This is an optimization exercise on Yosys and OpenROAD, whose aim is small area, a short achievable clock period and few clock cycles, not a production implementation. At most, simulation tests tie the RTL to the original design; equivalence was not proved. Only the layout flow was run in run 1; the RTL was not checked for function there.

==> flow/design.v (outline; a module is shown in full before it is edited, if it fits) <==
// module seq_multi: 1238 lines
module seq_multi #(
    parameter WIDTH = 32
)
(
    input wire logic clk,
    input wire logic rst,
    input wire logic start,
    input wire logic [WIDTH - 1:0] multiplier,
    input wire logic [WIDTH - 1:0] multiplicand,
    output logic busy,
    output logic [(WIDTH * 2) - 1:0] product
);
  // ...
==> flow/flow/run.sh <==
#!/bin/bash
# The standard layout, with the port buffers made of buf_1 cells instead of the
# delay-buffer cells buffer_ports picks by default.
set -euo pipefail
export BUFFER_PORTS_ARGS="-buffer_cell sky130_fd_sc_hd__buf_1"
bash standard.sh finish > standard.log 2>&1
==> flow/standard.sh <==
#!/bin/bash
# synth_recipe.tcl (not shown) runs the flow's synth.tcl, then flattens the netlist and writes it again
# the make line also repeats each setting of config.mk as NAME=value (left out here)
make -C /OpenROAD-flow-scripts/flow DESIGN_CONFIG=/design/flow/config.mk WORK_HOME=/design/flow/orfs CLKGATE_MAP_FILE= SYNTH_SCRIPT=/design/flow/synth_recipe.tcl "${@:-finish}"
==> flow/config.mk <==
export PLATFORM = sky130hd
export DESIGN_NAME = seq_multi
export DESIGN_NICKNAME = seq_multi
export VERILOG_FILES = /design/flow/design.v
export SDC_FILE = /design/flow/constraint.sdc
export NUM_CORES = 4
export LEC_CHECK = 0
export CAP_MARGIN = 20
export CORE_MARGIN = 2
export CORE_UTILIZATION = 55
export SETUP_SLACK_MARGIN = 0.5
export SLEW_MARGIN = 20
==> flow/constraint.sdc <==
create_clock -name core_clock -period 5.0 [get_ports {clk}]
set_input_delay 1.0000 -clock core_clock [delete_from_list [all_inputs] [get_ports {clk}]]
set_output_delay 1.0000 -clock core_clock [all_outputs]
set_load 0.01 [all_outputs]
==> flow_summary.ini, run 1 <==
[layout]
multi_input_cells = 1788
nNonClkInverters = 346
drive_gt1_share_pct = 14.6
fin_util_pct = 65.3
fillers = 3308
multi_input_area_um2 = 16600
layout_commonest_cell = inv_1

[floorplan]
n_tap_cell = 518
row_count = 72
core_area_um2 = 38700
fp.dieH_um = 202

[synthesis]
synth.distinct_cells = 61
synth_top_family_by_area = adder cells
synthMostInstantiatedCell = inv_1

[drt]
wl_um = 86700
detail-route-antenna-nets = 0

[global_route]
grt_pass1_wl_um = 128000
top_usage_layer = met1
grt_use_total_pct = 42.7

[worst_setup_path]
reg2regPathDepth = 12
worst_setup_path_end_kind = output pin
timing.rr.end = c[17]
rr_startpoint = q[31]
critPathSlowestCell = o21ai_0

[outcome]
status = timing/DRC/antenna clean

[clock_network]
cts_buffers = 17
cts_buffer_depth = 2
cts_sinks = 180

[placed_design]
dpl_worst_slack_ps = -163
io_buffers = 131

[sta]
max_slew_margin_pct = 34.8
drv_slew = 0
==> inputs of run 2 (changes only) <==
--- a/flow/design.v
+++ b/flow/design.v
@@ -1214,21 +1214,19 @@
     wire [63:0] ts = {1'b1, 1'b1, 1'b1, 1'b1, 1'b1, 1'b1, 1'b1, 1'b1, 1'b1, 1'b1, 1'b1, 1'b1, 1'b1, 1'b1, ~ng[8], fs251, fs250, fc248, fs248, fs247, fs246, fc244, fc243, fc242, fc241, fc240, fc239, fc238, fc237, fc236, fc235, fc234, fc233, fc232, fc231, fc230, fc229, fc228, fc227, fc226, fc225, fc224, fc223, fc222, fc221, fc220, fc219, fc218, fc217, fc216, fc215, fc214, fc213, fc212, fc211, fc210, fc209, fc208, fc207, fc206, fc205, fc204, hc20, pp0[0] | xb[0]};
     wire [63:0] tc = {1'b0, 1'b0, 1'b0, 1'b0, 1'b0, 1'b0, 1'b0, 1'b0, 1'b0, 1'b0, 1'b0, 1'b0, 1'b0, 1'b0, fc251, fc250, fc249, fs249, fc247, fc246, fc245, fs245, fs244, fs243, fs242, fs241, fs240, fs239, fs238, fs237, fs236, fs235, fs234, fs233, fs232, fs231, fs230, fs229, fs228, fs227, fs226, fs225, fs224, fs223, fs222, fs221, fs220, fs219, fs218, fs217, fs216, fs215, fs214, fs213, fs212, fs211, fs210, fs209, fs208, fs207, fs206, fs205, fs204, hs20};
     always_ff @(posedge clk) begin
         busy <= ~rst & accept & need_b;
         bm <= ~rst & start & ~bm & need_b;
         bq <= ~rst & start & ~bq & need_b;
         bx <= ~rst & start & ~bx & need_b;
         bd <= ~rst & start & ~bd & need_b;
-        if (~bm) begin
-            m <= multiplicand;
-            q <= multiplier[31:17];
-            n8 <= multiplier[17];
-        end
+        m <= multiplicand;
+        q <= multiplier[31:17];
+        n8 <= multiplier[17];
         if (start & ~bd) begin
             s <= ts;
             c <= tc;
         end else if (bd) begin
             s <= {ts[47:0], product[15:0]};
             c <= {tc[47:0], 16'd0};
         end else begin
             s <= product;
==> flow_summary.ini, run 2 <==
[layout]
drive_gt1_share_pct = 14.9
multi_input_area_um2 = 16900
layout_commonest_cell = inv_1
seqCellArea_um2 = 3620
final_nets = 3009
finish.instance_area_um2 = 25000
fin_cells = 3102
reg_top3 = c (64), s (64), m (32)
most-common-layout-cells = 293 x inv_1, 268 x fa_1, 263 x o22ai_1, 262 x xnor2_1, 173 x dfxtp_1
fillers = 3294
syn_to_final_growth_pct = 16.2

[global_route]
grt_use_total_pct = 43.1
grt_pass1_vias = 19500
grt_overflow_total = 0
grt_max_degree = 55
antenna_found_initial = 1
grt_pass1_wl_um = 129000

[clock_network]
clkTransAtPathRegs_ps = 90
cts_buffer_depth = 2
clk_latency_ps = 500
htreeDepth = 4
root_buffer = clkbuf_16
holdBufCountCts = 0
cts_tree = built
cts_buffers = 17
cts_sinks = 180

[worst_setup_path]
cp_cell_sequence = ha_4 -> a21oi_2 -> o21ai_1 -> a221o_1 -> o2111a_2 -> o2111ai_4 -> and2_4 -> o21bai_4 -> a311oi_4 -> buf_4 -> a211oi_2 -> buf_2
critPathSlowestCell = dfxtp_1
crit_required_ps = 4000
crit_arrival_ps = 3550
critical_path_class = reg2out
worstPathMaxFanout = 5
crit_path_max_incr_delay_ps = 470
start_kind = flip-flop
worst_setup_path_end_kind = output pin

[synthesis]
yosysTopAreaCell = fa_1
ys_top_cells_by_count = 295 x inv_1, 287 x fa_1, 281 x o22ai_1
netlist_instances = 2435
yosys_warnings = 1
synth.area.top_cells = fa_1 27%, dfxtp_1 17%, xnor2_1 11%, o22ai_1 8.2%, inv_1 5.1%
synth-main-ff-cell = dfxtp_1
yosysTopAreaCellShare_pct = 26.7
async_reset_ff_share_pct = 0
syn-cell-area_um2 = 21500
synthMostInstantiatedCell = inv_1
synth.distinct_cells = 63
synth_area_per_cell_um2 = 8.85
ys_seq_area_share_pct = 16.7
synth-seq-cells = 180
synth_nets = 2874
synth_edf_count = 0

[floorplan]
fp.dieW_um = 202
io-pin-count = 132
core_area_um2 = 38600
die-area_um2 = 40800
initial_core_util_pct = 55.7
row_count = 72
fp.dieH_um = 202

[flow_run]
drv_cap = 0

[sta]
fin_skew_ps = 26.4
finalSetupViolCount = 0
fin_crit_sh_pct = 91.0
tns_ps = 0
drv_slew = 0
min_period_ps = 4550
worst_pin_slew_ps = 1150
fmax_ghz = 0.220
finalHoldViolations = 0
max_slew_margin_pct = 23.1
rsz0062_at_grt = yes

[drt]
via_per_inst = 6.35
route.detailed.drc = 0
drt_iter0_drc = 2395
detail-route-antenna-nets = 0
wl_um = 86700
dr.pass1.iters = 5
avgRoutedWirePerCell_um = 28.0
vias = 19700

[outcome]
status = timing/DRC/antenna clean

[placed_design]
gp_congestion = 0.995
placed_cell_area_um2 = 23800
dp_cells = 3037
hpwl_um = 65700
io_buffers = 131

[hold_path]
hp-class = reg2reg
-- run 2: final cells by class --
type | instances | area share, %
repair buffers | 287 | 8.72
clock buffers | 18 | 1.71
well taps | 518 | 2.59
diodes | 1 | 0.0100
clock inverters | 14 | 0.555
multi-input cells | 1781 | 67.4
flip-flops and latches | 180 | 14.5
inverters | 303 | 4.54
-- run 2: through the flow --
step	hold slack (ps)	utilization, %	setup slack (ps)
6_report	422	64.8	451
5_1_grt	460	64.8	362
4_1_cts	428	63.6	500
3_5_place_dp	411	61.5	-406
3_3_place_gp	404	61.5	-373
2_1_floorplan	443	-	505
-- run 2: timing repair --
action	in CTS	in global routing
setup endpoints to repair	87	88
setup buffers	9	21
pin swaps	16	27
gates cloned	1	1
gates resized for setup	36	64
-- run 2: per-layer routing --
metal / vias to the layer above / track usage (%) / share of wire (%)
li1: 8380 / - / -
met1: 9687 / 61.7 / 41
met2: 1440 / 58.7 / 40
met3: 194 / 15.4 / 15
met4: 0 / 17.9 / 4.5
met5: - / 0 / 0
-- run 2: worst paths after layout --
kind,from,end,slack (ps),cells after the start
worst min-delay path,busy,busy,420,1
worst min register to register,busy,busy,420,1
worst max-delay path,c[11],product[54],450,12
worst max register to register,bm,s[27],640,14
-- run 2: critical path, delay by kind of cell (launching register included) --
family / cells / cell delay, ps
AOI/OAI and AO/OA: 8 / 1750
adders and majority gates: 1 / 260
buffers and inverters: 2 / 320
DFF: 1 / 470
and+or+nand+nor: 1 / 240
-- run 2: cells by family (layout without fill, tap and decap cells) --
family	after synthesis	count (layout)	share of synthesized area (%)
other cells	0	1	0
xor+xnor	334	334	13.6
mux	80	80	3.90
flops	180	180	16.7
fa+ha+maj	372	372	31.6
compound gates	594	595	17.1
buf+inv	475	622	8.28
simple gates	400	400	8.81
Testbench counts of run 2, summed over its fixed seeds: cycles 907.

## afterwards: timing with drivers on the ports
No port has a modelled driver above. Below, the same layouts with a new extraction and two added sets of constraints.
Step 1: set_driving_cell puts a clkbuf_16 on clk and a buf_2 on each other input, an assumption about the parent block.
Step 2 times the ports against the registers' clock, not the clock port: input delays grow and output delays shrink by t, the midpoint of the rising clock arrivals with the driver on.
Slacks: no drivers / after step 1 / after step 2; pairs: no drivers / after step 1.
run	t, ns	slack for setup (ns)	worst setup path at the end	clock arrival spread, ns	slew at the worst register clock pin (ns)
run 1	0.546	0.381 / 0.322 / 0.089	input to register	0.014 / 0.014	0.08 / 0.08
run 2	0.549	0.451 / 0.391 / 0.027	input to register	0.027 / 0.026	0.09 / 0.09
After both steps setup and hold are still met in every run listed. For run 2, which loses most, drivers alone change the setup slack by -0.060 ns; drivers and shift together by -0.424 ns.
